Context: an optimization exercise on an open-source flow, tuned for small area, a short achievable clock period and few clock cycles. The choices shown serve that exercise and are no tape-out recipe.
Only simulation tests tie the RTL to the original design; equivalence was not proved.

==> flow/design.v <==
module booth_enc (
    input  [15:0] x,
    output [7:0]  one,
    output [7:0]  two,
    output [7:0]  neg
);
wire [16:0] xe = {x, 1'b0};
genvar k;
generate
    for (k = 0; k < 8; k = k + 1) begin : g_d
        assign one[k] = xe[2*k+1] ^ xe[2*k];
        assign two[k] = (xe[2*k+2] & ~xe[2*k+1] & ~xe[2*k]) | (~xe[2*k+2] & xe[2*k+1] & xe[2*k]);
        assign neg[k] = xe[2*k+2];
    end
endgenerate
endmodule
module mul_cs (
    input  [7:0]  one,
    input  [7:0]  two,
    input  [7:0]  neg,
    input  [15:0] w,
    output [15:0] s,
    output [15:0] c,
    output        c12
);
wire [15:0] wg = w;
wire pp_0_0 = ((one[0] & wg[0])) ^ neg[0];
wire pp_0_1 = ((one[0] & wg[1]) | (two[0] & wg[0])) ^ neg[0];
wire pp_0_2 = ((one[0] & wg[2]) | (two[0] & wg[1])) ^ neg[0];
wire pp_0_3 = ((one[0] & wg[3]) | (two[0] & wg[2])) ^ neg[0];
wire pp_0_4 = ((one[0] & wg[4]) | (two[0] & wg[3])) ^ neg[0];
wire pp_0_5 = ((one[0] & wg[5]) | (two[0] & wg[4])) ^ neg[0];
wire pp_0_6 = ((one[0] & wg[6]) | (two[0] & wg[5])) ^ neg[0];
wire pp_0_7 = ((one[0] & wg[7]) | (two[0] & wg[6])) ^ neg[0];
wire pp_0_8 = ((one[0] & wg[8]) | (two[0] & wg[7])) ^ neg[0];
wire pp_0_9 = ((one[0] & wg[9]) | (two[0] & wg[8])) ^ neg[0];
wire pp_0_10 = ((one[0] & wg[10]) | (two[0] & wg[9])) ^ neg[0];
wire pp_0_11 = ((one[0] & wg[11]) | (two[0] & wg[10])) ^ neg[0];
wire pp_0_12 = ((one[0] & wg[12]) | (two[0] & wg[11])) ^ neg[0];
wire pp_0_13 = ((one[0] & wg[13]) | (two[0] & wg[12])) ^ neg[0];
wire pp_0_14 = ((one[0] & wg[14]) | (two[0] & wg[13])) ^ neg[0];
wire pp_0_15 = ((one[0] & wg[15]) | (two[0] & wg[14])) ^ neg[0];
wire pp_0_16 = ~(((one[0] & wg[15]) | (two[0] & wg[15])) ^ neg[0]);
wire pp_1_0 = ((one[1] & wg[0])) ^ neg[1];
wire pp_1_1 = ((one[1] & wg[1]) | (two[1] & wg[0])) ^ neg[1];
wire pp_1_2 = ((one[1] & wg[2]) | (two[1] & wg[1])) ^ neg[1];
wire pp_1_3 = ((one[1] & wg[3]) | (two[1] & wg[2])) ^ neg[1];
wire pp_1_4 = ((one[1] & wg[4]) | (two[1] & wg[3])) ^ neg[1];
wire pp_1_5 = ((one[1] & wg[5]) | (two[1] & wg[4])) ^ neg[1];
wire pp_1_6 = ((one[1] & wg[6]) | (two[1] & wg[5])) ^ neg[1];
wire pp_1_7 = ((one[1] & wg[7]) | (two[1] & wg[6])) ^ neg[1];
wire pp_1_8 = ((one[1] & wg[8]) | (two[1] & wg[7])) ^ neg[1];
wire pp_1_9 = ((one[1] & wg[9]) | (two[1] & wg[8])) ^ neg[1];
wire pp_1_10 = ((one[1] & wg[10]) | (two[1] & wg[9])) ^ neg[1];
wire pp_1_11 = ((one[1] & wg[11]) | (two[1] & wg[10])) ^ neg[1];
wire pp_1_12 = ((one[1] & wg[12]) | (two[1] & wg[11])) ^ neg[1];
wire pp_1_13 = ((one[1] & wg[13]) | (two[1] & wg[12])) ^ neg[1];
wire pp_1_14 = ((one[1] & wg[14]) | (two[1] & wg[13])) ^ neg[1];
wire pp_1_15 = ((one[1] & wg[15]) | (two[1] & wg[14])) ^ neg[1];
wire pp_1_16 = ~(((one[1] & wg[15]) | (two[1] & wg[15])) ^ neg[1]);
wire pp_2_0 = ((one[2] & wg[0])) ^ neg[2];
wire pp_2_1 = ((one[2] & wg[1]) | (two[2] & wg[0])) ^ neg[2];
wire pp_2_2 = ((one[2] & wg[2]) | (two[2] & wg[1])) ^ neg[2];
wire pp_2_3 = ((one[2] & wg[3]) | (two[2] & wg[2])) ^ neg[2];
wire pp_2_4 = ((one[2] & wg[4]) | (two[2] & wg[3])) ^ neg[2];
wire pp_2_5 = ((one[2] & wg[5]) | (two[2] & wg[4])) ^ neg[2];
wire pp_2_6 = ((one[2] & wg[6]) | (two[2] & wg[5])) ^ neg[2];
wire pp_2_7 = ((one[2] & wg[7]) | (two[2] & wg[6])) ^ neg[2];
wire pp_2_8 = ((one[2] & wg[8]) | (two[2] & wg[7])) ^ neg[2];
wire pp_2_9 = ((one[2] & wg[9]) | (two[2] & wg[8])) ^ neg[2];
wire pp_2_10 = ((one[2] & wg[10]) | (two[2] & wg[9])) ^ neg[2];
wire pp_2_11 = ((one[2] & wg[11]) | (two[2] & wg[10])) ^ neg[2];
wire pp_2_12 = ((one[2] & wg[12]) | (two[2] & wg[11])) ^ neg[2];
wire pp_2_13 = ((one[2] & wg[13]) | (two[2] & wg[12])) ^ neg[2];
wire pp_2_14 = ((one[2] & wg[14]) | (two[2] & wg[13])) ^ neg[2];
wire pp_2_15 = ((one[2] & wg[15]) | (two[2] & wg[14])) ^ neg[2];
wire pp_2_16 = ~(((one[2] & wg[15]) | (two[2] & wg[15])) ^ neg[2]);
wire pp_3_0 = ((one[3] & wg[0])) ^ neg[3];
wire pp_3_1 = ((one[3] & wg[1]) | (two[3] & wg[0])) ^ neg[3];
wire pp_3_2 = ((one[3] & wg[2]) | (two[3] & wg[1])) ^ neg[3];
wire pp_3_3 = ((one[3] & wg[3]) | (two[3] & wg[2])) ^ neg[3];
wire pp_3_4 = ((one[3] & wg[4]) | (two[3] & wg[3])) ^ neg[3];
wire pp_3_5 = ((one[3] & wg[5]) | (two[3] & wg[4])) ^ neg[3];
wire pp_3_6 = ((one[3] & wg[6]) | (two[3] & wg[5])) ^ neg[3];
wire pp_3_7 = ((one[3] & wg[7]) | (two[3] & wg[6])) ^ neg[3];
wire pp_3_8 = ((one[3] & wg[8]) | (two[3] & wg[7])) ^ neg[3];
wire pp_3_9 = ((one[3] & wg[9]) | (two[3] & wg[8])) ^ neg[3];
wire pp_3_10 = ((one[3] & wg[10]) | (two[3] & wg[9])) ^ neg[3];
wire pp_3_11 = ((one[3] & wg[11]) | (two[3] & wg[10])) ^ neg[3];
wire pp_3_12 = ((one[3] & wg[12]) | (two[3] & wg[11])) ^ neg[3];
wire pp_3_13 = ((one[3] & wg[13]) | (two[3] & wg[12])) ^ neg[3];
wire pp_3_14 = ((one[3] & wg[14]) | (two[3] & wg[13])) ^ neg[3];
wire pp_3_15 = ((one[3] & wg[15]) | (two[3] & wg[14])) ^ neg[3];
wire pp_3_16 = ~(((one[3] & wg[15]) | (two[3] & wg[15])) ^ neg[3]);
wire pp_4_0 = ((one[4] & wg[0])) ^ neg[4];
wire pp_4_1 = ((one[4] & wg[1]) | (two[4] & wg[0])) ^ neg[4];
wire pp_4_2 = ((one[4] & wg[2]) | (two[4] & wg[1])) ^ neg[4];
wire pp_4_3 = ((one[4] & wg[3]) | (two[4] & wg[2])) ^ neg[4];
wire pp_4_4 = ((one[4] & wg[4]) | (two[4] & wg[3])) ^ neg[4];
wire pp_4_5 = ((one[4] & wg[5]) | (two[4] & wg[4])) ^ neg[4];
wire pp_4_6 = ((one[4] & wg[6]) | (two[4] & wg[5])) ^ neg[4];
wire pp_4_7 = ((one[4] & wg[7]) | (two[4] & wg[6])) ^ neg[4];
wire pp_4_8 = ((one[4] & wg[8]) | (two[4] & wg[7])) ^ neg[4];
wire pp_4_9 = ((one[4] & wg[9]) | (two[4] & wg[8])) ^ neg[4];
wire pp_4_10 = ((one[4] & wg[10]) | (two[4] & wg[9])) ^ neg[4];
wire pp_4_11 = ((one[4] & wg[11]) | (two[4] & wg[10])) ^ neg[4];
wire pp_4_12 = ((one[4] & wg[12]) | (two[4] & wg[11])) ^ neg[4];
wire pp_4_13 = ((one[4] & wg[13]) | (two[4] & wg[12])) ^ neg[4];
wire pp_4_14 = ((one[4] & wg[14]) | (two[4] & wg[13])) ^ neg[4];
wire pp_4_15 = ((one[4] & wg[15]) | (two[4] & wg[14])) ^ neg[4];
wire pp_4_16 = ~(((one[4] & wg[15]) | (two[4] & wg[15])) ^ neg[4]);
wire pp_5_0 = ((one[5] & wg[0])) ^ neg[5];
wire pp_5_1 = ((one[5] & wg[1]) | (two[5] & wg[0])) ^ neg[5];
wire pp_5_2 = ((one[5] & wg[2]) | (two[5] & wg[1])) ^ neg[5];
wire pp_5_3 = ((one[5] & wg[3]) | (two[5] & wg[2])) ^ neg[5];
wire pp_5_4 = ((one[5] & wg[4]) | (two[5] & wg[3])) ^ neg[5];
wire pp_5_5 = ((one[5] & wg[5]) | (two[5] & wg[4])) ^ neg[5];
wire pp_5_6 = ((one[5] & wg[6]) | (two[5] & wg[5])) ^ neg[5];
wire pp_5_7 = ((one[5] & wg[7]) | (two[5] & wg[6])) ^ neg[5];
wire pp_5_8 = ((one[5] & wg[8]) | (two[5] & wg[7])) ^ neg[5];
wire pp_5_9 = ((one[5] & wg[9]) | (two[5] & wg[8])) ^ neg[5];
wire pp_5_10 = ((one[5] & wg[10]) | (two[5] & wg[9])) ^ neg[5];
wire pp_5_11 = ((one[5] & wg[11]) | (two[5] & wg[10])) ^ neg[5];
wire pp_5_12 = ((one[5] & wg[12]) | (two[5] & wg[11])) ^ neg[5];
wire pp_5_13 = ((one[5] & wg[13]) | (two[5] & wg[12])) ^ neg[5];
wire pp_5_14 = ((one[5] & wg[14]) | (two[5] & wg[13])) ^ neg[5];
wire pp_5_15 = ((one[5] & wg[15]) | (two[5] & wg[14])) ^ neg[5];
wire pp_5_16 = ~(((one[5] & wg[15]) | (two[5] & wg[15])) ^ neg[5]);
wire pp_6_0 = ((one[6] & wg[0])) ^ neg[6];
wire pp_6_1 = ((one[6] & wg[1]) | (two[6] & wg[0])) ^ neg[6];
wire pp_6_2 = ((one[6] & wg[2]) | (two[6] & wg[1])) ^ neg[6];
wire pp_6_3 = ((one[6] & wg[3]) | (two[6] & wg[2])) ^ neg[6];
wire pp_6_4 = ((one[6] & wg[4]) | (two[6] & wg[3])) ^ neg[6];
wire pp_6_5 = ((one[6] & wg[5]) | (two[6] & wg[4])) ^ neg[6];
wire pp_6_6 = ((one[6] & wg[6]) | (two[6] & wg[5])) ^ neg[6];
wire pp_6_7 = ((one[6] & wg[7]) | (two[6] & wg[6])) ^ neg[6];
wire pp_6_8 = ((one[6] & wg[8]) | (two[6] & wg[7])) ^ neg[6];
wire pp_6_9 = ((one[6] & wg[9]) | (two[6] & wg[8])) ^ neg[6];
wire pp_6_10 = ((one[6] & wg[10]) | (two[6] & wg[9])) ^ neg[6];
wire pp_6_11 = ((one[6] & wg[11]) | (two[6] & wg[10])) ^ neg[6];
wire pp_6_12 = ((one[6] & wg[12]) | (two[6] & wg[11])) ^ neg[6];
wire pp_6_13 = ((one[6] & wg[13]) | (two[6] & wg[12])) ^ neg[6];
wire pp_6_14 = ((one[6] & wg[14]) | (two[6] & wg[13])) ^ neg[6];
wire pp_6_15 = ((one[6] & wg[15]) | (two[6] & wg[14])) ^ neg[6];
wire pp_7_0 = ((one[7] & wg[0])) ^ neg[7];
wire pp_7_1 = ((one[7] & wg[1]) | (two[7] & wg[0])) ^ neg[7];
wire pp_7_2 = ((one[7] & wg[2]) | (two[7] & wg[1])) ^ neg[7];
wire pp_7_3 = ((one[7] & wg[3]) | (two[7] & wg[2])) ^ neg[7];
wire pp_7_4 = ((one[7] & wg[4]) | (two[7] & wg[3])) ^ neg[7];
wire pp_7_5 = ((one[7] & wg[5]) | (two[7] & wg[4])) ^ neg[7];
wire pp_7_6 = ((one[7] & wg[6]) | (two[7] & wg[5])) ^ neg[7];
wire pp_7_7 = ((one[7] & wg[7]) | (two[7] & wg[6])) ^ neg[7];
wire pp_7_8 = ((one[7] & wg[8]) | (two[7] & wg[7])) ^ neg[7];
wire pp_7_9 = ((one[7] & wg[9]) | (two[7] & wg[8])) ^ neg[7];
wire pp_7_10 = ((one[7] & wg[10]) | (two[7] & wg[9])) ^ neg[7];
wire pp_7_11 = ((one[7] & wg[11]) | (two[7] & wg[10])) ^ neg[7];
wire pp_7_12 = ((one[7] & wg[12]) | (two[7] & wg[11])) ^ neg[7];
wire pp_7_13 = ((one[7] & wg[13]) | (two[7] & wg[12])) ^ neg[7];
wire hs0 = pp_0_10 ^ pp_1_8;
wire hc0 = pp_0_10 & pp_1_8;
wire hs1 = pp_0_11 ^ pp_1_9;
wire hc1 = pp_0_11 & pp_1_9;
wire tfs0 = pp_0_12 ^ pp_1_10;
wire fs0 = tfs0 ^ pp_2_8;
wire fc0 = (pp_0_12 & pp_1_10) | (tfs0 & pp_2_8);
wire hs2 = pp_3_6 ^ pp_4_4;
wire hc2 = pp_3_6 & pp_4_4;
wire tfs1 = pp_0_13 ^ pp_1_11;
wire fs1 = tfs1 ^ pp_2_9;
wire fc1 = (pp_0_13 & pp_1_11) | (tfs1 & pp_2_9);
wire hs3 = pp_3_7 ^ pp_4_5;
wire hc3 = pp_3_7 & pp_4_5;
wire tfs2 = pp_0_14 ^ pp_1_12;
wire fs2 = tfs2 ^ pp_2_10;
wire fc2 = (pp_0_14 & pp_1_12) | (tfs2 & pp_2_10);
wire tfs3 = pp_3_8 ^ pp_4_6;
wire fs3 = tfs3 ^ pp_5_4;
wire fc3 = (pp_3_8 & pp_4_6) | (tfs3 & pp_5_4);
wire hs4 = pp_6_2 ^ pp_7_0;
wire hc4 = pp_6_2 & pp_7_0;
wire tfs4 = pp_0_15 ^ pp_1_13;
wire fs4 = tfs4 ^ pp_2_11;
wire fc4 = (pp_0_15 & pp_1_13) | (tfs4 & pp_2_11);
wire tfs5 = pp_3_9 ^ pp_4_7;
wire fs5 = tfs5 ^ pp_5_5;
wire fc5 = (pp_3_9 & pp_4_7) | (tfs5 & pp_5_5);
wire hs5 = pp_6_3 ^ pp_7_1;
wire hc5 = pp_6_3 & pp_7_1;
wire tfs6 = pp_0_16 ^ pp_1_14;
wire fs6 = tfs6 ^ pp_2_12;
wire fc6 = (pp_0_16 & pp_1_14) | (tfs6 & pp_2_12);
wire tfs7 = pp_3_10 ^ pp_4_8;
wire fs7 = tfs7 ^ pp_5_6;
wire fc7 = (pp_3_10 & pp_4_8) | (tfs7 & pp_5_6);
wire tfs8 = pp_6_4 ^ pp_7_2;
wire fs8 = tfs8 ^ 1'b1;
wire fc8 = (pp_6_4 & pp_7_2) | (tfs8 & 1'b1);
wire tfs9 = pp_1_15 ^ pp_2_13;
wire fs9 = tfs9 ^ pp_3_11;
wire fc9 = (pp_1_15 & pp_2_13) | (tfs9 & pp_3_11);
wire tfs10 = pp_4_9 ^ pp_5_7;
wire fs10 = tfs10 ^ pp_6_5;
wire fc10 = (pp_4_9 & pp_5_7) | (tfs10 & pp_6_5);
wire hs6 = pp_7_3 ^ 1'b1;
wire hc6 = pp_7_3 & 1'b1;
wire tfs11 = pp_1_16 ^ pp_2_14;
wire fs11 = tfs11 ^ pp_3_12;
wire fc11 = (pp_1_16 & pp_2_14) | (tfs11 & pp_3_12);
wire tfs12 = pp_4_10 ^ pp_5_8;
wire fs12 = tfs12 ^ pp_6_6;
wire fc12 = (pp_4_10 & pp_5_8) | (tfs12 & pp_6_6);
wire tfs13 = pp_2_15 ^ pp_3_13;
wire fs13 = tfs13 ^ pp_4_11;
wire fc13 = (pp_2_15 & pp_3_13) | (tfs13 & pp_4_11);
wire hs7 = pp_5_9 ^ pp_6_7;
wire hc7 = pp_5_9 & pp_6_7;
wire tfs14 = pp_2_16 ^ pp_3_14;
wire fs14 = tfs14 ^ pp_4_12;
wire fc14 = (pp_2_16 & pp_3_14) | (tfs14 & pp_4_12);
wire hs8 = pp_3_15 ^ pp_4_13;
wire hc8 = pp_3_15 & pp_4_13;
wire hs9 = pp_0_6 ^ pp_1_4;
wire hc9 = pp_0_6 & pp_1_4;
wire hs10 = pp_0_7 ^ pp_1_5;
wire hc10 = pp_0_7 & pp_1_5;
wire tfs15 = pp_0_8 ^ pp_1_6;
wire fs15 = tfs15 ^ pp_2_4;
wire fc15 = (pp_0_8 & pp_1_6) | (tfs15 & pp_2_4);
wire hs11 = pp_3_2 ^ pp_4_0;
wire hc11 = pp_3_2 & pp_4_0;
wire tfs16 = pp_0_9 ^ pp_1_7;
wire fs16 = tfs16 ^ pp_2_5;
wire fc16 = (pp_0_9 & pp_1_7) | (tfs16 & pp_2_5);
wire hs12 = pp_3_3 ^ pp_4_1;
wire hc12 = pp_3_3 & pp_4_1;
wire tfs17 = hs0 ^ pp_2_6;
wire fs17 = tfs17 ^ pp_3_4;
wire fc17 = (hs0 & pp_2_6) | (tfs17 & pp_3_4);
wire tfs18 = pp_4_2 ^ pp_5_0;
wire fs18 = tfs18 ^ neg[5];
wire fc18 = (pp_4_2 & pp_5_0) | (tfs18 & neg[5]);
wire tfs19 = hc0 ^ hs1;
wire fs19 = tfs19 ^ pp_2_7;
wire fc19 = (hc0 & hs1) | (tfs19 & pp_2_7);
wire tfs20 = pp_3_5 ^ pp_4_3;
wire fs20 = tfs20 ^ pp_5_1;
wire fc20 = (pp_3_5 & pp_4_3) | (tfs20 & pp_5_1);
wire tfs21 = hc1 ^ fs0;
wire fs21 = tfs21 ^ hs2;
wire fc21 = (hc1 & fs0) | (tfs21 & hs2);
wire tfs22 = pp_5_2 ^ pp_6_0;
wire fs22 = tfs22 ^ neg[6];
wire fc22 = (pp_5_2 & pp_6_0) | (tfs22 & neg[6]);
wire tfs23 = fc0 ^ hc2;
wire fs23 = tfs23 ^ fs1;
wire fc23 = (fc0 & hc2) | (tfs23 & fs1);
wire tfs24 = hs3 ^ pp_5_3;
wire fs24 = tfs24 ^ pp_6_1;
wire fc24 = (hs3 & pp_5_3) | (tfs24 & pp_6_1);
wire tfs25 = fc1 ^ hc3;
wire fs25 = tfs25 ^ fs2;
wire fc25 = (fc1 & hc3) | (tfs25 & fs2);
wire tfs26 = fs3 ^ hs4;
wire fs26 = tfs26 ^ neg[7];
wire fc26 = (fs3 & hs4) | (tfs26 & neg[7]);
wire tfs27 = fc2 ^ fc3;
wire fs27 = tfs27 ^ hc4;
wire fc27 = (fc2 & fc3) | (tfs27 & hc4);
wire tfs28 = fs4 ^ fs5;
wire fs28 = tfs28 ^ hs5;
wire fc28 = (fs4 & fs5) | (tfs28 & hs5);
wire tfs29 = fc4 ^ fc5;
wire fs29 = tfs29 ^ hc5;
wire fc29 = (fc4 & fc5) | (tfs29 & hc5);
wire tfs30 = fs6 ^ fs7;
wire fs30 = tfs30 ^ fs8;
wire fc30 = (fs6 & fs7) | (tfs30 & fs8);
wire tfs31 = fc6 ^ fc7;
wire fs31 = tfs31 ^ fc8;
wire fc31 = (fc6 & fc7) | (tfs31 & fc8);
wire tfs32 = fs9 ^ fs10;
wire fs32 = tfs32 ^ hs6;
wire fc32 = (fs9 & fs10) | (tfs32 & hs6);
wire tfs33 = fc9 ^ fc10;
wire fs33 = tfs33 ^ hc6;
wire fc33 = (fc9 & fc10) | (tfs33 & hc6);
wire tfs34 = fs11 ^ fs12;
wire fs34 = tfs34 ^ pp_7_4;
wire fc34 = (fs11 & fs12) | (tfs34 & pp_7_4);
wire tfs35 = fc11 ^ fc12;
wire fs35 = tfs35 ^ fs13;
wire fc35 = (fc11 & fc12) | (tfs35 & fs13);
wire tfs36 = hs7 ^ pp_7_5;
wire fs36 = tfs36 ^ 1'b1;
wire fc36 = (hs7 & pp_7_5) | (tfs36 & 1'b1);
wire tfs37 = fc13 ^ hc7;
wire fs37 = tfs37 ^ fs14;
wire fc37 = (fc13 & hc7) | (tfs37 & fs14);
wire tfs38 = pp_5_10 ^ pp_6_8;
wire fs38 = tfs38 ^ pp_7_6;
wire fc38 = (pp_5_10 & pp_6_8) | (tfs38 & pp_7_6);
wire tfs39 = fc14 ^ hs8;
wire fs39 = tfs39 ^ pp_5_11;
wire fc39 = (fc14 & hs8) | (tfs39 & pp_5_11);
wire tfs40 = pp_6_9 ^ pp_7_7;
wire fs40 = tfs40 ^ 1'b1;
wire fc40 = (pp_6_9 & pp_7_7) | (tfs40 & 1'b1);
wire tfs41 = hc8 ^ pp_3_16;
wire fs41 = tfs41 ^ pp_4_14;
wire fc41 = (hc8 & pp_3_16) | (tfs41 & pp_4_14);
wire tfs42 = pp_5_12 ^ pp_6_10;
wire fs42 = tfs42 ^ pp_7_8;
wire fc42 = (pp_5_12 & pp_6_10) | (tfs42 & pp_7_8);
wire tfs43 = pp_4_15 ^ pp_5_13;
wire fs43 = tfs43 ^ pp_6_11;
wire fc43 = (pp_4_15 & pp_5_13) | (tfs43 & pp_6_11);
wire hs13 = pp_7_9 ^ 1'b1;
wire hc13 = pp_7_9 & 1'b1;
wire tfs44 = pp_4_16 ^ pp_5_14;
wire fs44 = tfs44 ^ pp_6_12;
wire fc44 = (pp_4_16 & pp_5_14) | (tfs44 & pp_6_12);
wire hs14 = pp_5_15 ^ pp_6_13;
wire hc14 = pp_5_15 & pp_6_13;
wire hs15 = pp_0_4 ^ pp_1_2;
wire hc15 = pp_0_4 & pp_1_2;
wire hs16 = pp_0_5 ^ pp_1_3;
wire hc16 = pp_0_5 & pp_1_3;
wire tfs45 = hs9 ^ pp_2_2;
wire fs45 = tfs45 ^ pp_3_0;
wire fc45 = (hs9 & pp_2_2) | (tfs45 & pp_3_0);
wire tfs46 = hc9 ^ hs10;
wire fs46 = tfs46 ^ pp_2_3;
wire fc46 = (hc9 & hs10) | (tfs46 & pp_2_3);
wire tfs47 = hc10 ^ fs15;
wire fs47 = tfs47 ^ hs11;
wire fc47 = (hc10 & fs15) | (tfs47 & hs11);
wire tfs48 = fc15 ^ hc11;
wire fs48 = tfs48 ^ fs16;
wire fc48 = (fc15 & hc11) | (tfs48 & fs16);
wire tfs49 = fc16 ^ hc12;
wire fs49 = tfs49 ^ fs17;
wire fc49 = (fc16 & hc12) | (tfs49 & fs17);
wire tfs50 = fc17 ^ fc18;
wire fs50 = tfs50 ^ fs19;
wire fc50 = (fc17 & fc18) | (tfs50 & fs19);
wire tfs51 = fc19 ^ fc20;
wire fs51 = tfs51 ^ fs21;
wire fc51 = (fc19 & fc20) | (tfs51 & fs21);
wire tfs52 = fc21 ^ fc22;
wire fs52 = tfs52 ^ fs23;
wire fc52 = (fc21 & fc22) | (tfs52 & fs23);
wire tfs53 = fc23 ^ fc24;
wire fs53 = tfs53 ^ fs25;
wire fc53 = (fc23 & fc24) | (tfs53 & fs25);
wire tfs54 = fc25 ^ fc26;
wire fs54 = tfs54 ^ fs27;
wire fc54 = (fc25 & fc26) | (tfs54 & fs27);
wire tfs55 = fc27 ^ fc28;
wire fs55 = tfs55 ^ fs29;
wire fc55 = (fc27 & fc28) | (tfs55 & fs29);
wire tfs56 = fc29 ^ fc30;
wire fs56 = tfs56 ^ fs31;
wire fc56 = (fc29 & fc30) | (tfs56 & fs31);
wire tfs57 = fc31 ^ fc32;
wire fs57 = tfs57 ^ fs33;
wire fc57 = (fc31 & fc32) | (tfs57 & fs33);
wire tfs58 = fc33 ^ fc34;
wire fs58 = tfs58 ^ fs35;
wire fc58 = (fc33 & fc34) | (tfs58 & fs35);
wire tfs59 = fc35 ^ fc36;
wire fs59 = tfs59 ^ fs37;
wire fc59 = (fc35 & fc36) | (tfs59 & fs37);
wire tfs60 = fc37 ^ fc38;
wire fs60 = tfs60 ^ fs39;
wire fc60 = (fc37 & fc38) | (tfs60 & fs39);
wire tfs61 = fc39 ^ fc40;
wire fs61 = tfs61 ^ fs41;
wire fc61 = (fc39 & fc40) | (tfs61 & fs41);
wire tfs62 = fc41 ^ fc42;
wire fs62 = tfs62 ^ fs43;
wire fc62 = (fc41 & fc42) | (tfs62 & fs43);
wire tfs63 = fc43 ^ hc13;
wire fs63 = tfs63 ^ fs44;
wire fc63 = (fc43 & hc13) | (tfs63 & fs44);
wire tfs64 = fc44 ^ hs14;
wire fs64 = tfs64 ^ pp_7_11;
wire fc64 = (fc44 & hs14) | (tfs64 & pp_7_11);
wire tfs65 = hc14 ^ pp_5_16;
wire fs65 = tfs65 ^ pp_6_14;
wire fc65 = (hc14 & pp_5_16) | (tfs65 & pp_6_14);
wire hs17 = pp_6_15 ^ pp_7_13;
wire hc17 = pp_6_15 & pp_7_13;
wire hs18 = pp_0_2 ^ pp_1_0;
wire hc18 = pp_0_2 & pp_1_0;
wire hs19 = pp_0_3 ^ pp_1_1;
wire hc19 = pp_0_3 & pp_1_1;
wire tfs66 = hs15 ^ pp_2_0;
wire fs66 = tfs66 ^ neg[2];
wire fc66 = (hs15 & pp_2_0) | (tfs66 & neg[2]);
wire tfs67 = hc15 ^ hs16;
wire fs67 = tfs67 ^ pp_2_1;
wire fc67 = (hc15 & hs16) | (tfs67 & pp_2_1);
wire tfs68 = hc16 ^ fs45;
wire fs68 = tfs68 ^ neg[3];
wire fc68 = (hc16 & fs45) | (tfs68 & neg[3]);
wire tfs69 = fc45 ^ fs46;
wire fs69 = tfs69 ^ pp_3_1;
wire fc69 = (fc45 & fs46) | (tfs69 & pp_3_1);
wire tfs70 = fc46 ^ fs47;
wire fs70 = tfs70 ^ neg[4];
wire fc70 = (fc46 & fs47) | (tfs70 & neg[4]);
wire tfs71 = fc47 ^ fs48;
wire fs71 = tfs71 ^ hs12;
wire fc71 = (fc47 & fs48) | (tfs71 & hs12);
wire tfs72 = fc48 ^ fs49;
wire fs72 = tfs72 ^ fs18;
wire fc72 = (fc48 & fs49) | (tfs72 & fs18);
wire tfs73 = fc49 ^ fs50;
wire fs73 = tfs73 ^ fs20;
wire fc73 = (fc49 & fs50) | (tfs73 & fs20);
wire tfs74 = fc50 ^ fs51;
wire fs74 = tfs74 ^ fs22;
wire fc74 = (fc50 & fs51) | (tfs74 & fs22);
wire tfs75 = fc51 ^ fs52;
wire fs75 = tfs75 ^ fs24;
wire fc75 = (fc51 & fs52) | (tfs75 & fs24);
wire tfs76 = fc52 ^ fs53;
wire fs76 = tfs76 ^ fs26;
wire fc76 = (fc52 & fs53) | (tfs76 & fs26);
wire tfs77 = fc53 ^ fs54;
wire fs77 = tfs77 ^ fs28;
wire fc77 = (fc53 & fs54) | (tfs77 & fs28);
wire tfs78 = fc54 ^ fs55;
wire fs78 = tfs78 ^ fs30;
wire fc78 = (fc54 & fs55) | (tfs78 & fs30);
wire tfs79 = fc55 ^ fs56;
wire fs79 = tfs79 ^ fs32;
wire fc79 = (fc55 & fs56) | (tfs79 & fs32);
wire tfs80 = fc56 ^ fs57;
wire fs80 = tfs80 ^ fs34;
wire fc80 = (fc56 & fs57) | (tfs80 & fs34);
wire tfs81 = fc57 ^ fs58;
wire fs81 = tfs81 ^ fs36;
wire fc81 = (fc57 & fs58) | (tfs81 & fs36);
wire tfs82 = fc58 ^ fs59;
wire fs82 = tfs82 ^ fs38;
wire fc82 = (fc58 & fs59) | (tfs82 & fs38);
wire tfs83 = fc59 ^ fs60;
wire fs83 = tfs83 ^ fs40;
wire fc83 = (fc59 & fs60) | (tfs83 & fs40);
wire tfs84 = fc60 ^ fs61;
wire fs84 = tfs84 ^ fs42;
wire fc84 = (fc60 & fs61) | (tfs84 & fs42);
wire tfs85 = fc61 ^ fs62;
wire fs85 = tfs85 ^ hs13;
wire fc85 = (fc61 & fs62) | (tfs85 & hs13);
wire tfs86 = fc62 ^ fs63;
wire fs86 = tfs86 ^ pp_7_10;
wire fc86 = (fc62 & fs63) | (tfs86 & pp_7_10);
wire tfs87 = fc63 ^ fs64;
wire fs87 = tfs87 ^ 1'b1;
wire fc87 = (fc63 & fs64) | (tfs87 & 1'b1);
wire tfs88 = fc64 ^ fs65;
wire fs88 = tfs88 ^ pp_7_12;
wire fc88 = (fc64 & fs65) | (tfs88 & pp_7_12);
wire tfs89 = fc65 ^ hs17;
wire fs89 = tfs89 ^ 1'b1;
wire fc89 = (fc65 & hs17) | (tfs89 & 1'b1);
wire [27:0] ra = {fc88, fc87, fc86, fc85, fc84, fc83, fc82, fc81, fc80, fc79, fc78, fc77, fc76, fc75, fc74, fc73, fc72, fc71, fc70, fc69, fc68, fc67, fc66, hc19, hc18, hs18, pp_0_1, pp_0_0};
wire [27:0] rb = {fs89, fs88, fs87, fs86, fs85, fs84, fs83, fs82, fs81, fs80, fs79, fs78, fs77, fs76, fs75, fs74, fs73, fs72, fs71, fs70, fs69, fs68, fs67, fs66, hs19, neg[1], 1'b0, neg[0]};
wire [12:0] lo = {1'b0, ra[11:0]} + {1'b0, rb[11:0]};
assign s = ra[27:12];
assign c = rb[27:12];
assign c12 = lo[12];
endmodule
module cnn_accel (
    input         clk,
    input         rst_n,       
    input         cnn_start,   
    output        cnn_finish,  
    output        mem_we,
    output [19:0] mem_addr,
    output [15:0] mem_wdata,
    input  [15:0] mem_rdata
);
localparam P = 8;            
localparam S_IDLE  = 3'd0;
localparam S_INIT  = 3'd1;   
localparam S_X     = 3'd2;   
localparam S_W     = 3'd3;   
localparam S_WR    = 3'd4;   
localparam S_PR    = 3'd5;   
localparam S_PD    = 3'd6;   
localparam K_NONE = 2'd0;
localparam K_X    = 2'd1;
localparam K_W    = 2'd2;
localparam K_P    = 2'd3;
reg [2:0]  st;
reg        fin_q;
reg        we_q;
reg [19:0] addr_q;
reg [15:0] wdata_q;
assign cnn_finish = fin_q;
assign mem_we     = we_q;
assign mem_addr   = addr_q;
assign mem_wdata  = wdata_q;
reg [4:0] lay;
wire [19:0] c_in      = ({20{lay[0]}} & 20'd2) | ({20{lay[1]}} & 20'd17906) | ({20{lay[2]}} & 20'd34306) | ({20{lay[3]}} & 20'd53890) | ({20{lay[4]}} & 20'd566914);  
wire [19:0] c_w       = ({20{lay[0]}} & 20'd3074) | ({20{lay[1]}} & 20'd21506) | ({20{lay[2]}} & 20'd35458) | ({20{lay[3]}} & 20'd54914) | ({20{lay[4]}} & 20'd567414);  
wire [19:0] c_out     = ({20{lay[0]}} & 20'd3506) | ({20{lay[1]}} & 20'd29698) | ({20{lay[2]}} & 20'd53890) | ({20{lay[3]}} & 20'd566914) | ({20{lay[4]}} & 20'd572414);  
wire [10:0] c_n       = ({11{lay[0]}} & 11'd27) | ({11{lay[1]}} & 11'd256) | ({11{lay[2]}} & 11'd288) | ({11{lay[3]}} & 11'd1024) | ({11{lay[4]}} & 11'd500);  
wire [1:0] c_kmax    = ({2{lay[0]}} & 2'd2) | ({2{lay[1]}} & 2'd3) | ({2{lay[2]}} & 2'd2) | ({2{lay[3]}} & 2'd3);  
wire [4:0] c_ohmax   = ({5{lay[0]}} & 5'd29) | ({5{lay[1]}} & 5'd11) | ({5{lay[2]}} & 5'd3);  
wire [5:0] c_gmax    = ({6{lay[0]}} & 6'd1) | ({6{lay[1]}} & 6'd3) | ({6{lay[2]}} & 6'd7) | ({6{lay[3]}} & 6'd62) | ({6{lay[4]}} & 6'd1);  
wire [2:0] c_orem    = ({3{lay[3]}} & 3'd4) | ({3{lay[4]}} & 3'd2);  
wire c_skip    = (lay[1] & 1'b1) | (lay[2] & 1'b1) | (lay[3] & 1'b1) | (lay[4] & 1'b1);  
wire [19:0] c_xrow    = ({20{lay[0]}} & 20'd30) | ({20{lay[1]}} & 20'd12) | ({20{lay[2]}} & 20'd4) | ({20{lay[3]}} & 20'd1) | ({20{lay[4]}} & 20'd1);  
wire [19:0] c_xch     = ({20{lay[0]}} & 20'd958) | ({20{lay[1]}} & 20'd177) | ({20{lay[2]}} & 20'd22) | ({20{lay[3]}} & 20'd1) | ({20{lay[4]}} & 20'd1);  
wire [19:0] c_ohsq    = ({20{lay[0]}} & 20'd900) | ({20{lay[1]}} & 20'd144) | ({20{lay[2]}} & 20'd16) | ({20{lay[3]}} & 20'd1) | ({20{lay[4]}} & 20'd1);  
wire [19:0] c_wnext   = ({20{lay[0]}} & 20'd1048388) | ({20{lay[1]}} & 20'd1046785) | ({20{lay[2]}} & 20'd1046561) | ({20{lay[3]}} & 20'd1041409) | ({20{lay[4]}} & 20'd1045077);  
wire [19:0] c_wapos7  = ({20{lay[0]}} & 20'd1035077) | ({20{lay[1]}} & 20'd1044113) | ({20{lay[2]}} & 20'd1047569) | ({20{lay[3]}} & 20'd1048074) | ({20{lay[4]}} & 20'd1048562);  
wire [19:0] c_xlg     = ({20{lay[0]}} & 20'd1046462) | ({20{lay[1]}} & 20'd1045153) | ({20{lay[2]}} & 20'd1047446) | ({20{lay[3]}} & 20'd1047553) | ({20{lay[4]}} & 20'd1048077);  
wire [19:0] c_xlp     = ({20{lay[0]}} & 20'd1046463) | ({20{lay[1]}} & 20'd1045154) | ({20{lay[2]}} & 20'd1047447) | ({20{lay[3]}} & 20'd1047554) | ({20{lay[4]}} & 20'd1048078);  
wire [19:0] c_xlr     = ({20{lay[0]}} & 20'd1046465) | ({20{lay[1]}} & 20'd1045157) | ({20{lay[2]}} & 20'd1047449) | ({20{lay[3]}} & 20'd1047557) | ({20{lay[4]}} & 20'd1048078);  
wire [19:0] c_pin     = lay[0] ? 20'd3506 : 20'd29698;  
wire [19:0] c_pout    = lay[0] ? 20'd17906 : 20'd34306;  
wire [19:0] c_pdown   = lay[0] ? 20'd29 : 20'd11;  
wire [19:0] c_pup     = lay[0] ? 20'd1048547 : 20'd1048565;  
wire [3:0] c_pomax   = lay[0] ? 4'd14 : 4'd5;  
wire [11:0] c_pwin    = lay[0] ? 12'd3600 : 12'd1152;  
wire c_relu = ~lay[4];
reg [19:0] xa;          
reg [19:0] wt;          
reg [19:0] wa;          
reg [11:0] tr;          
reg [1:0]  kc, kr;      
reg [3:0]  k;           
reg [5:0]  og;          
reg [4:0]  oc, orow;    
reg        ft;          
reg        pv;          
reg [1:0]  wsel;        
reg f_tr1, f_skip, f_kc, f_kr, f_lg, f_loc, f_lpos, f_prow;
always @(posedge clk) begin
    f_tr1  <= (tr == 12'd1);
    f_skip <= c_skip && (tr == 12'd4);
    f_kc   <= (kc == c_kmax);
    f_kr   <= (kr == c_kmax);
    f_lg   <= (og == c_gmax);
    f_loc  <= (oc == c_ohmax);
    f_lpos <= (oc == c_ohmax) && (orow == c_ohmax);
    f_prow <= (oc[3:0] == c_pomax);
end
wire last_k = (k == P - 1);
reg [1:0]  i_kind;      
reg        i_f;         
reg  [19:0] ainc;
always @(*) begin
    case (st)
    S_X:     ainc = wsel[1] ? c_wapos7 : ft ? c_ohsq : c_wnext;
    S_W:     ainc = (k != 4'd0) ? {9'd0, c_n} :
                    f_tr1 ? (!f_lg ? c_xlg : f_loc ? c_xlr : c_xlp) :
                    !f_kc ? 20'd1 : !f_kr ? c_xrow : c_xch;
    S_WR:    ainc = (k != 4'd0) ? c_ohsq : 20'd1;
    default: ainc = (k == 4'd0) ? (f_prow ? 20'd1 : c_pup) :
                    (k == 4'd2) ? c_pdown : 20'd1;
    endcase
end
wire [19:0] a_add = addr_q + ainc;
always @(posedge clk or negedge rst_n) begin
    if (!rst_n) begin
        st    <= S_IDLE;
        fin_q <= 1'b0;
        we_q  <= 1'b0;
    end else begin
        fin_q <= 1'b0;
        we_q  <= 1'b0;
        case (st)
        S_IDLE:  if (cnn_start) st <= S_INIT;
        S_INIT:  st <= S_X;
        S_X:     st <= S_W;
        S_W:     if (last_k) st <= f_tr1 ? S_WR : S_X;
        S_WR: begin
            we_q <= !(f_lg && c_orem != 3'd0 && k >= c_orem);
            if (last_k) begin
                if (!f_lg || !f_lpos)     st <= S_X;
                else if (lay[0] | lay[1]) st <= S_PR;
                else if (lay[4]) begin fin_q <= 1'b1; st <= S_IDLE; end
                else                      st <= S_INIT;
            end
        end
        S_PR: begin
            if (k == 4'd3) we_q <= pv;
            if (k == 4'd4 && f_tr1) st <= S_PD;
        end
        S_PD: begin
            if (k == 4'd3) begin
                we_q <= 1'b1;
                st   <= S_INIT;
            end
        end
        default: st <= S_IDLE;
        endcase
    end
end
always @(posedge clk) begin
    i_kind <= K_NONE;
    i_f    <= 1'b0;
    addr_q <= a_add;
    case (st)
    S_IDLE: begin
        lay <= 5'b00001;
        kc  <= 2'd0;
        kr  <= 2'd0;
    end
    S_INIT: begin
        xa <= c_in; wt <= c_w; wa <= c_out; tr <= {1'b0, c_n};
        og <= 6'd0; oc <= 5'd0; orow <= 5'd0; ft <= 1'b1; wsel <= 2'b00;
    end
    S_X: begin
        addr_q <= xa;
        i_kind <= K_X;
        if (!ft) wt <= a_add;
        if (wsel != 2'b00) wa <= a_add;
        wsel <= 2'b00;
        kc <= f_kc ? 2'd0 : kc + 2'd1;
        if (f_kc) kr <= f_kr ? 2'd0 : kr + 2'd1;
        k  <= 4'd0;
    end
    S_W: begin
        if (k == 4'd0) begin
            addr_q <= wt;
            xa <= a_add;
        end
        i_kind <= f_skip ? K_NONE : K_W;
        i_f <= ft;
        k <= k + 4'd1;
        if (last_k) begin
            ft <= 1'b0;
            tr <= tr - 12'd1;
            k  <= 4'd0;
        end
    end
    S_WR: begin
        if (k == 4'd0) begin
            addr_q <= wa;
            wt <= f_lg ? c_w : a_add;
        end
        k <= k + 4'd1;
        if (last_k) begin
            k  <= 4'd0;
            tr <= {1'b0, c_n};
            ft <= 1'b1;
            wsel <= {f_lg, ~f_lg};
            if (!f_lg) begin
                og <= og + 6'd1;
            end else if (!f_lpos) begin
                og <= 6'd0;
                oc <= f_loc ? 5'd0 : oc + 5'd1;
                if (f_loc) orow <= orow + 5'd1;
            end else if (lay[0] | lay[1]) begin
                xa <= c_pin; wa <= c_pout; tr <= c_pwin; oc <= 5'd0; pv <= 1'b0;
            end else begin
                lay <= {lay[3:0], 1'b0};
            end
        end
    end
    S_PR: begin
        if (k != 4'd3) i_kind <= K_P;
        i_f <= (k == 4'd0);
        k <= k + 4'd1;
        case (k)
        4'd0: if (!pv) addr_q <= xa;   
        4'd3: begin addr_q <= wa; xa <= a_add; end
        4'd4: begin
            addr_q <= xa;
            if (pv) wa <= a_add;
            pv <= 1'b1;
            k  <= 4'd0;
            oc <= f_prow ? 5'd0 : oc + 5'd1;
            tr <= tr - 12'd1;
        end
        default: ;
        endcase
    end
    S_PD: begin
        addr_q <= wa;
        k <= k + 4'd1;
        if (k == 4'd3) begin
            k   <= 4'd0;
            lay <= {lay[3:0], 1'b0};
        end
    end
    default: ;
    endcase
end
reg [1:0] d1_kind, d2_kind, d3_kind;
reg       d1_f, d2_f, d3_f, d3_w;
always @(posedge clk) begin
    d1_kind <= i_kind;  d1_f <= i_f;
    d2_kind <= d1_kind; d2_f <= d1_f;
    d3_kind <= d2_kind; d3_f <= d2_f;
    d3_w    <= (d2_kind == K_W);
end
reg [15:0] rd_q;        
reg [7:0]  x_one, x_two, x_neg;   
reg [15:0] ps, pc;      
reg        pc12;        
reg        e_v;         
reg        e_f;         
reg [15:0] ring [0:P];
wire [7:0] b_one, b_two, b_neg;
booth_enc u_enc (.x(rd_q), .one(b_one), .two(b_two), .neg(b_neg));
wire [15:0] ms, mc;
wire        mc12;
mul_cs u_mul (.one(x_one), .two(x_two), .neg(x_neg), .w(rd_q),
              .s(ms), .c(mc), .c12(mc12));
wire [15:0] base = e_f ? 16'd0 : ring[P];
wire [15:0] qs   = e_v ? ps : 16'd0;
wire [15:0] qc   = e_v ? pc : 16'd0;
wire [15:0] as   = base ^ qs ^ qc;
wire [15:0] ac   = (base & qs) | (base & qc) | (qs & qc);
wire [15:0] acc  = as + {ac[14:0], e_v & pc12};
integer j;
always @(posedge clk) begin
    rd_q <= mem_rdata;
    if (d3_kind == K_X) begin
        x_one <= b_one;
        x_two <= b_two;
        x_neg <= b_neg;
    end
    ps   <= ms;
    pc   <= mc;
    pc12 <= mc12;
    e_v  <= d3_w;
    e_f  <= d3_f;
    ring[0] <= acc;
    for (j = 1; j <= P; j = j + 1) ring[j] <= ring[j-1];
    if (d3_kind == K_P) begin
        if (d3_f || rd_q > wdata_q) wdata_q <= rd_q;
    end else if (st == S_WR) begin
        wdata_q <= (c_relu && ring[2][15]) ? 16'd0 : ring[2];
    end
end
endmodule
==> flow/flow/run.sh <==
#!/bin/bash
# The standard layout (the standard.sh: ORFS with the standard synthesis,
# floorplan, power grid and tap cells), with one change: every input and
# output port is still given its own buffer, but a plain sky130 buffer
# (buf_2) instead of the delay cell (clkdlybuf4s50_1) buffer_ports picks by
# default, which adds about 0.6 ns to every path into or out of the design.
set -euo pipefail
export BUFFER_PORTS_ARGS="-buffer_cell sky130_fd_sc_hd__buf_2"
bash standard.sh > standard_make.log 2>&1
==> flow/standard.sh <==
#!/bin/bash
# synth_recipe.tcl (not shown) runs the flow's synth.tcl, then flattens the netlist and writes it again
# the make line also repeats each setting of config.mk as NAME=value (left out here)
make -C /OpenROAD-flow-scripts/flow DESIGN_CONFIG=/design/flow/config.mk WORK_HOME=/design/flow/orfs CLKGATE_MAP_FILE= SYNTH_SCRIPT=/design/flow/synth_recipe.tcl "${@:-finish}"
==> flow/config.mk <==
export PLATFORM = sky130hd
export DESIGN_NAME = cnn_accel
export DESIGN_NICKNAME = cnn_accel
export VERILOG_FILES = /design/flow/design.v
export SDC_FILE = /design/flow/constraint.sdc
export NUM_CORES = 4
export LEC_CHECK = 0
export CAP_MARGIN = 20
export CORE_MARGIN = 2
export CORE_UTILIZATION = 40
export SLEW_MARGIN = 20
==> flow/constraint.sdc <==
create_clock -name core_clock -period 20.0 [get_ports {clk}]
set_input_delay 4.0000 -clock core_clock [delete_from_list [all_inputs] [get_ports {clk}]]
set_output_delay 4.0000 -clock core_clock [all_outputs]
set_load 0.01 [all_outputs]
==> metrics.md, run 1 <==
| Metric | Value |
|---|---|
| Die Ht | `between 200 and 250 µm` |
| RSZ-0062 raised after global routing | `false` |
| Main combinational cell family by area after synthesis | `compound AO/OA/AOI/OAI gates` |
| TNS Setup | `0 ps` |
| Full die area | `between 50000 and 60000 µm²` |
| Worst-Margin Slew | `around 1100 ps` |
| Half-perimeter wire length after placement | `43800 µm` |
| Ant diodes | `0` |
| Proportion of synthesized area in mux cells | `less than 1%` |
| Clock slew at reported path FFs | `60 ps` |
| Placed cell areas | `around 23000 µm²` |
| CTS tree | `done` |
| Final Hold Vio Count | `0` |
| Chip width | `238 µm` |
| Synth top area cells | `dfxtp_1, edfxtp_1, fa_1` |
| Placer congestion estimate | `0.956` |
| Post-synthesis cell type count | `88` |
| Cts bufs inserted | `42` |
| Crit-path max FO | `46` |
| Hold-fix buffers, CTS | `0` |
| Yosys warns | `2` |
| Rel. slew slack | `26.1%` |
| Type of the tightest min-delay check | `reg -> reg` |
| Routed Antenna Nets | `0` |
| Clk latency of the worst-skew pair | `slightly below 600 ps` |
| Post-synth ARST share | `1.30%` |
| CP Capture Type | `register` |
| Finish-stage setup viols | `0` |
| Core ar. | `53900 µm²` |
| Post-Synth Adder-Cell Area | `14.4%` |
| Detailed Routing Iterations Pass 1 | `5` |
| Vias post-DR | `16800` |
| Initial antenna violation count | `1` |
| Most frequent CP cell | `inv_2` |
| Post-DR vias/cell | `between 5 and 6` |
| I/O Buffers | `56` |
| Ports | `57` |
| Initial Util | `40.5%` |
| Synth Area per Inst | `9.89 µm²` |
| Fillers | `a little over 5000` |
| CP arrival | `5910 ps` |
| WP data required | `about 21000 ps` |
| Post-CTS Setup Bufs | `0` |
| MaxCap Viol Count | `0` |
| EDFF count, synth | `145` |
| Post-route cell area | `24100 µm²` |
| Critical path class | `reg -> reg` |
| Clock skew | `23.6 ps` |
| Worst path cell trace | `buf_4 -> inv_2 -> nand2_4 -> inv_2 -> nand2_1 -> a211oi_1 -> a2111o_1 -> ha_1 -> inv_1 -> fa_1 -> nor2b_1 -> o31a_1 -> o41ai_2 -> o21ai_0 -> xor2_1 -> a222oi_1 -> o22ai_1 -> o21a_1` |
| Vias in the first global route | `17200` |
| Global Route Usage Sum | `between 20 and 25%` |
| Top FF cell, synth | `dfxtp_1` |
| F_max | `186 MHz` |
| GRT overflow | `0` |
| Worst path max stage delay | `between 600 and 700 ps` |
| NumNets Final | `2390` |
| Final Cycle Share | `between 20% and 30%` |
| Register area share after synthesis | `42.2%` |
| Fraction of layout cells with a size suffix above 1 | `9.13%` |
| DR iter-0 viols | `1779` |
| DRC Markers | `0` |
| Wire per inst | `21.6 µm` |
| Flops & latches, synth | `386` |
| Clock Path Buffers | `3` |
| Tmin final | `between 5000 and 6000 ps` |
| Slew Limit Fails | `0` |
| Mapped Cells | `2207` |
| Synth Area in Compound Gates | `18.5%` |
| Synth-to-Final Area Change | `10.2%` |
| CTS H-tree lvls | `2` |
| Final WL | `63000 µm` |
| Row cnt | `85` |
| Clock Sinks | `386` |
| Syn Std Cell Area | `21800 µm²` |
| Crit start category | `register` |
| Synth top area share | `approximately 22%` |
| Xor-xnor portion of the synthesized cell area | `around 8.1%` |
| CTS resizes | `0` |
| Simple-Gate Fraction of Synth Area | `10.5%` |
| Slowest cell on the critical path | `xor2_1` |
| Largest net degree at the start of global routing | `56` |
| Status | `finished clean` |
| First-pass GRT wire length | `approximately 98000 µm` |
| Syn nets | `2417` |
| Root Driver | `clkbuf_16` |
| Yosys top cell by area | `dfxtp_1` |
[per-stage QoR]
stage               hold slack, ps  cells  util [%]  setup WS, ps
finish                         322   2909      44.6         14610
global route                   327   2909      44.6         14430
CTS                            313   2909      44.6         14730
detailed placement             312   2832      42.0         14760
global placement               310   2832      42.0         14780
floorplan                      310   2207         -         15320
[critical path, delay by kind of cell (launching register included)]
kind	cells	cell delay [ps]
AND/OR/NAND/NOR	3	870
adder cells (fa/ha/maj)	2	440
AO/OA/AOI/OAI	8	2020
flip-flops	1	330
XOR/XNOR	1	640
buffers and inverters	4	1010
[cell type report]
class	instances	area (µm²)	share of cell area, %
clock buffer	57	1200	4.99
clock inverter	20	201	0.837
inverter	161	604	2.51
multi-input combinational	1498	11400	47.5
sequential	386	9200	38.3
tap	696	871	3.62
timing repair buffer	91	543	2.26
[worst paths after layout]
check	from	endpoint	slack, ps	depth (start not counted)
hold / removal	ring[5][4]	ring[6][4]	320	0
setup reg to reg	st[2]	addr_q[10]	14610	18
min in group asynchronous	rst_n	st[2]	3240	1
max in group asynchronous	rst_n	we_q	16610	1
hold reg to reg	ring[5][4]	ring[6][4]	320	0
setup / recovery	st[2]	addr_q[10]	14610	18
[kinds of logic (layout without fill, tap and decap cells)]
logic type | Yosys count | count (layout)
DFF | 386 | 386
muxes | 15 | 15
buffers and inverters | 323 | 329
xor gates and xnor gates | 200 | 200
AOI/OAI and AO/OA | 614 | 614
adders and majority gates | 191 | 191
and+or+nand+nor | 478 | 478
[layout by cell type, fill, tap and decap left out, types with 8 or more instances in the layout]
| cell | netlist | layout |
|---|---|---|
| a21oi_1 | 132 | 131 |
| buf_2 | 5 | 56 |
| mux2i_1 | 11 | 11 |
| nor4_1 | 9 | 9 |
| a31oi_1 | 23 | 23 |
| a22oi_1 | 142 | 142 |
| nand2b_1 | 15 | 15 |
| a211oi_1 | 12 | 12 |
| fa_1 | 99 | 99 |
| o221ai_1 | 8 | 8 |
| buf_4 | 3 | 35 |
| a21o_1 | 10 | 10 |
| ha_1 | 92 | 92 |
| or2_2 | 8 | 8 |
| inv_1 | 157 | 157 |
| nand2_1 | 126 | 126 |
| o21a_1 | 15 | 15 |
| dfxtp_1 | 236 | 236 |
| clkbuf_16 | 0 | 44 |
| xor2_1 | 94 | 94 |
| xnor2_1 | 105 | 105 |
| and2_1 | 42 | 42 |
| nand3_1 | 24 | 24 |
| o21ai_0 | 136 | 136 |
| nor2_1 | 149 | 145 |
| clkbuf_1 | 134 | 8 |
| o211ai_1 | 10 | 10 |
| edfxtp_1 | 145 | 145 |
| nor2b_1 | 29 | 28 |
| o22ai_1 | 27 | 26 |
| a22o_1 | 17 | 17 |
| nor3_1 | 33 | 32 |
[synthesized netlist by cell type, drive strengths merged (11+ instances only)]
| cell | count |
|---|---|
| xnor2 | 105 |
| clkbuf | 134 |
| nand2b | 15 |
| nand3 | 24 |
| a211oi | 12 |
| nor2 | 151 |
| ha | 92 |
| o22ai | 27 |
| a22oi | 142 |
| o21ai | 139 |
| nor2b | 29 |
| fa | 99 |
| dfxtp | 236 |
| nand2 | 127 |
| mux2i | 12 |
| nor3 | 35 |
| inv | 161 |
| buf | 28 |
| o211ai | 11 |
| a21oi | 133 |
| and2 | 43 |
| xor2 | 95 |
| a22o | 17 |
| a31oi | 23 |
| o21a | 15 |
| edfxtp | 145 |
[flip-flops by register name, summed over array words and instances (netlist names), 6 cells and up]
signal	count
xa	20
addr_q	20
ps	16
pc	16
x_one	8
og	6
wa	20
wdata_q	16
ring	144
rd_q	16
x_two	8
x_neg	8
tr	12
wt	20
[per-layer routing]
layer	wire length, µm	global-route usage [%]	part of all wire, %
met1	25200	27.7	40
met2	30200	37.6	48
met3	4490	4.12	7.1
met4	3130	11.4	5.0
met5	17	0	0.027
Testbench counts, summed over its fixed seeds: cycles 8,190,645.
==> inputs of run 2 (changes only) <==
--- a/flow/design.v
+++ b/flow/design.v
@@ -497,4 +497,5 @@
 localparam K_P    = 2'd3;
 reg [2:0]  st;
+reg        start_q;     
 reg        fin_q;
 reg        we_q;
@@ -541,14 +542,20 @@
 reg        pv;          
 reg [1:0]  wsel;        
+wire n_tr1  = (tr == 12'd1);
+wire n_kc   = (kc == c_kmax);
+wire n_kr   = (kr == c_kmax);
+wire n_lg   = (og == c_gmax);
+wire n_loc  = (oc == c_ohmax);
+wire n_prow = (oc[3:0] == c_pomax);
 reg f_tr1, f_skip, f_kc, f_kr, f_lg, f_loc, f_lpos, f_prow;
 always @(posedge clk) begin
-    f_tr1  <= (tr == 12'd1);
+    f_tr1  <= n_tr1;
     f_skip <= c_skip && (tr == 12'd4);
-    f_kc   <= (kc == c_kmax);
-    f_kr   <= (kr == c_kmax);
-    f_lg   <= (og == c_gmax);
-    f_loc  <= (oc == c_ohmax);
-    f_lpos <= (oc == c_ohmax) && (orow == c_ohmax);
-    f_prow <= (oc[3:0] == c_pomax);
+    f_kc   <= n_kc;
+    f_kr   <= n_kr;
+    f_lg   <= n_lg;
+    f_loc  <= n_loc;
+    f_lpos <= n_loc && (orow == c_ohmax);
+    f_prow <= n_prow;
 end
 wire last_k = (k == P - 1);
@@ -556,13 +563,12 @@
 reg        i_f;         
 reg  [19:0] ainc;
-always @(*) begin
+always @(posedge clk) begin
     case (st)
-    S_X:     ainc = wsel[1] ? c_wapos7 : ft ? c_ohsq : c_wnext;
-    S_W:     ainc = (k != 4'd0) ? {9'd0, c_n} :
-                    f_tr1 ? (!f_lg ? c_xlg : f_loc ? c_xlr : c_xlp) :
-                    !f_kc ? 20'd1 : !f_kr ? c_xrow : c_xch;
-    S_WR:    ainc = (k != 4'd0) ? c_ohsq : 20'd1;
-    default: ainc = (k == 4'd0) ? (f_prow ? 20'd1 : c_pup) :
-                    (k == 4'd2) ? c_pdown : 20'd1;
+    S_X:     ainc <= n_tr1 ? (!n_lg ? c_xlg : n_loc ? c_xlr : c_xlp) :
+                     !n_kc ? 20'd1 : !n_kr ? c_xrow : c_xch;
+    S_W:     ainc <= !last_k ? {9'd0, c_n} : f_tr1 ? 20'd1 : c_wnext;
+    S_WR:    ainc <= !last_k ? c_ohsq : f_lg ? c_wapos7 : c_ohsq;
+    default: ainc <= (k == 4'd4) ? (n_prow ? 20'd1 : c_pup) :
+                     (k == 4'd1) ? c_pdown : 20'd1;
     endcase
 end
@@ -570,12 +576,14 @@
 always @(posedge clk or negedge rst_n) begin
     if (!rst_n) begin
-        st    <= S_IDLE;
-        fin_q <= 1'b0;
-        we_q  <= 1'b0;
+        st      <= S_IDLE;
+        start_q <= 1'b0;
+        fin_q   <= 1'b0;
+        we_q    <= 1'b0;
     end else begin
-        fin_q <= 1'b0;
-        we_q  <= 1'b0;
+        start_q <= cnn_start;
+        fin_q   <= 1'b0;
+        we_q    <= 1'b0;
         case (st)
-        S_IDLE:  if (cnn_start) st <= S_INIT;
+        S_IDLE:  if (start_q) st <= S_INIT;
         S_INIT:  st <= S_X;
         S_X:     st <= S_W;
--- a/flow/config.mk
+++ b/flow/config.mk
@@ -9,3 +9,4 @@
 export CORE_MARGIN = 2
 export CORE_UTILIZATION = 40
+export CTS_BUF_LIST = sky130_fd_sc_hd__clkbuf_8
 export SLEW_MARGIN = 20
==> run 2 against run 1 <==
  * Worst setup slack better by 190 ps
  * Hold slack worse by 4.4 ps
  * First-iteration DRC count is 0.39% lower
  * Cell count is 0.62% lower
  * Clock skew is 22 ps higher
==> metrics.md, run 2 <==
| Metric | Value |
|---|---|
| Slowest cell on the critical path | `edfxtp_1` |
| Ports | `57 (unchanged)` |
| Routed Antenna Nets | `0 (unchanged)` |
| Flops & latches, synth | `402 (+4.1%)` |
| Slew Limit Fails | `0 (unchanged)` |
| CP arrival | `1200 ps (-4710 ps)` |
| F_max | `192 MHz (+3.7%)` |
| Register area share after synthesis | `44.2% (+2.0 points)` |
| Initial antenna violation count | `3 (+2)` |
| Root Driver | `clkbuf_8` |
| Top FF cell, synth | `dfxtp_1` |
| Placer congestion estimate | `0.914 (-4.3%)` |
| Max reg flops | `144 (unchanged)` |
| Worst path max stage delay | `410 ps (-230 ps)` |
| Die Ht | `236 µm (-0.55%)` |
| Clock Sinks | `402 (+4.1%)` |
| Worst path buffer plus inverter count | `1 (-3)` |
| Post-synthesis cell type count | `81 (-8.0%)` |
| Tmin final | `5200 ps (-192 ps)` |
| Global Route Usage Sum | `21.2% (-1.3 points)` |
| Clk latency of the worst-skew pair | `660 ps (+80 ps)` |
| Worst path cell trace | `buf_2` |
| DR iter-0 viols | `1772 (-0.39%)` |
| Syn nets | `2315 (-4.2%)` |
| Finish-stage setup viols | `0 (unchanged)` |
| Mapped Cells | `2105 (-4.6%)` |
| Final Cycle Share | `26.0% (-0.96 points)` |
| First-pass GRT wire length | `92800 µm (-5.7%)` |
| Post-synth ARST share | `1.49% (+0.20 points)` |
| Synth top area share | `23.3% (+1.6 points)` |
| Critical path class | `reg -> out` |
| Full die area | `55800 µm² (-1.1%)` |
| Cts bufs inserted | `73 (+74%)` |
| Status | `finished clean` |
| Vias in the first global route | `16200 (-5.7%)` |
| Final Hold Vio Count | `0 (unchanged)` |
| Post-synth top cells | `dfxtp_1, inv_1, edfxtp_1` |
| Hold-fix buffers, CTS | `0 (unchanged)` |
| Worst path top cell family by delay | `flip-flops` |
| Clock slew at reported path FFs | `60 ps (about the same)` |
| Top-count cell post-synth | `dfxtp_1` |
| CTS H-tree lvls | `3 (+1)` |
| Yosys warns | `2 (unchanged)` |
| Synth Area per Inst | `10.3 µm² (+3.7%)` |
| Clock skew | `45.3 ps (+21.7 ps)` |
| Post-DR vias/cell | `5.62 (-2.6%)` |
| Rel. slew slack | `24.0% (-2.0 points)` |
| TNS Setup | `0 ps (unchanged)` |
| Synth top area cells | `dfxtp_1, edfxtp_1, fa_1` |
| Detailed Routing Iterations Pass 1 | `6 (+1)` |
| Wire per inst | `20.5 µm (-5.3%)` |
| CTS resizes | `0 (unchanged)` |
| Post-CTS Setup Bufs | `0 (unchanged)` |
| EDFF count, synth | `145 (unchanged)` |
| DRC Markers | `0 (unchanged)` |
| Most frequent cells in the layout | `dfxtp_1, inv_1, edfxtp_1` |
| Synth-to-Final Area Change | `11.5%` |
| Final WL | `59300 µm (-5.9%)` |
| Initial Util | `40.3% (-0.21 points)` |
| Half-perimeter wire length after placement | `40300 µm (-7.9%)` |
| Row cnt | `85 (unchanged)` |
| Most common cell after layout, fill and taps aside | `dfxtp_1` |
| Largest net degree at the start of global routing | `50 (-11%)` |
| RSZ-0062 raised after global routing | `false` |
| GRT overflow | `0 (unchanged)` |
| Crit-path max FO | `2 (-96%)` |
| Register bank with the most flops | `ring` |
| Crit start category | `register` |
| Core ar. | `53600 µm² (-0.59%)` |
| CP Capture Type | `primary output` |
| Clock Path Buffers | `3 (unchanged)` |
| CTS tree | `done` |
| Worst-Margin Slew | `1140 ps (+27.8 ps)` |
| Syn Std Cell Area | `21600 µm² (-1.1%)` |
| I/O Buffers | `56 (unchanged)` |
| Fraction of layout cells with a size suffix above 1 | `11.1% (+1.9 points)` |
| Yosys top cell by area | `dfxtp_1` |
| Vias post-DR | `16200 (-3.2%)` |
| MaxCap Viol Count | `0 (unchanged)` |
| Chip width | `236 µm (-0.55%)` |
| NumNets Final | `2343 (-2.0%)` |
| Type of the tightest min-delay check | `reg -> reg` |
| WP data required | `16000 ps (-4520 ps)` |
[run 2: cell types whose count changed in the layout (fill, tap and decap cells not counted), moves of 15 or more]
cell       before  now
a21oi_1       131  102
xor2_1         94   78
xnor2_1       105  123
dfxtp_1       236  251
clkbuf_8        5   92
o21ai_0       136  120
inv_1         157  185
clkbuf_16      44    0
[run 2: area by class of cell]
| class | count | area [µm²] |
|---|---|---|
| Clock inverter | 44 | 309 |
| Antenna cell | 1 | 2.50 |
| Inverter | 165 | 619 |
| Multi-Input combinational cell | 1403 | 10900 |
| Fill cell | 5049 | 29500 |
| Sequential cell | 402 | 9530 |
| Clock buffer | 92 | 1270 |
| Tap cell | 696 | 871 |
| Timing Repair Buffer | 88 | 520 |
[run 2: worst paths after layout]
path	from	end	slack (ps)	depth (start not counted)
setup / recovery	wdata_q[0]	mem_wdata[0]	14800	1
hold / removal	d3_w	e_v	320	0
setup reg to reg	rd_q[6]	pc12	16010	12
hold reg to reg	d3_w	e_v	320	0
max in group asynchronous	rst_n	we_q	16690	1
min in group asynchronous	rst_n	st[2]	3170	1
[run 2: per-stage QoR]
step	instance area [µm²]	setup WS (ps)	cells	hold slack [ps]	utilization, %
2_1_floorplan	21600	15590	2105	310	-
3_3_place_gp	22500	15480	2754	310	42.0
3_5_place_dp	22500	15460	2754	312	42.0
4_1_cts	24100	14770	2890	319	44.9
5_1_grt	24100	14740	2891	323	44.9
6_report	24100	14800	2891	318	44.9
[run 2: logic make-up (layout without fill, tap and decap cells)]
family	after synthesis	after routing	share of synthesized area [%]
AOI/OAI and AO/OA	564	564	17.7
and+or+nand+nor	434	434	9.60
DFF	402	402	44.2
buffers and inverters	300	389	5.23
xor gates and xnor gates	201	201	8.16
adders and majority gates	191	191	14.5
muxes	13	13	0.620
other	0	1	0
[run 2: routing by layer]
layer / wire length [µm] / share of wire [%] / up-vias / track usage (%)
li1: - / - / 7454 / -
met1: 25100 / 42 / 7867 / 28.3
met2: 27100 / 46 / 770 / 33.3
met3: 4990 / 8.4 / 158 / 4.92
met4: 2030 / 3.4 / 0 / 8.02
met5: 0 / 0 / - / 0
Testbench counts of run 2, summed over its fixed seeds: cycles 8,190,648.

## re-timing with driven ports
Ports are ideal in the flow. The routed layouts listed here were re-timed in OpenROAD.
Step 1: set_driving_cell puts a clkbuf_16 on clk and a buf_2 on each other input, an assumption about the parent block.
Step 2 moves the port delays by t, midway between the first and last clock arrival at a register: inputs arrive t later, outputs are due t later. That takes back most of the time a late clock gives input paths.
Slacks: ideal / step 1 / step 2; pairs: ideal / step 1.
| run | t, ns | setup slack, ns | slew at the worst register clock pin (ns) |
|---|---|---|---|
| run 1 | 0.626 | 14.611 / 14.611 / 14.611 | 0.07 / 0.07 |
| run 2 | 0.694 | 14.803 / 14.744 / 15.438 | 0.08 / 0.08 |
After both steps setup and hold are still met in every run listed.
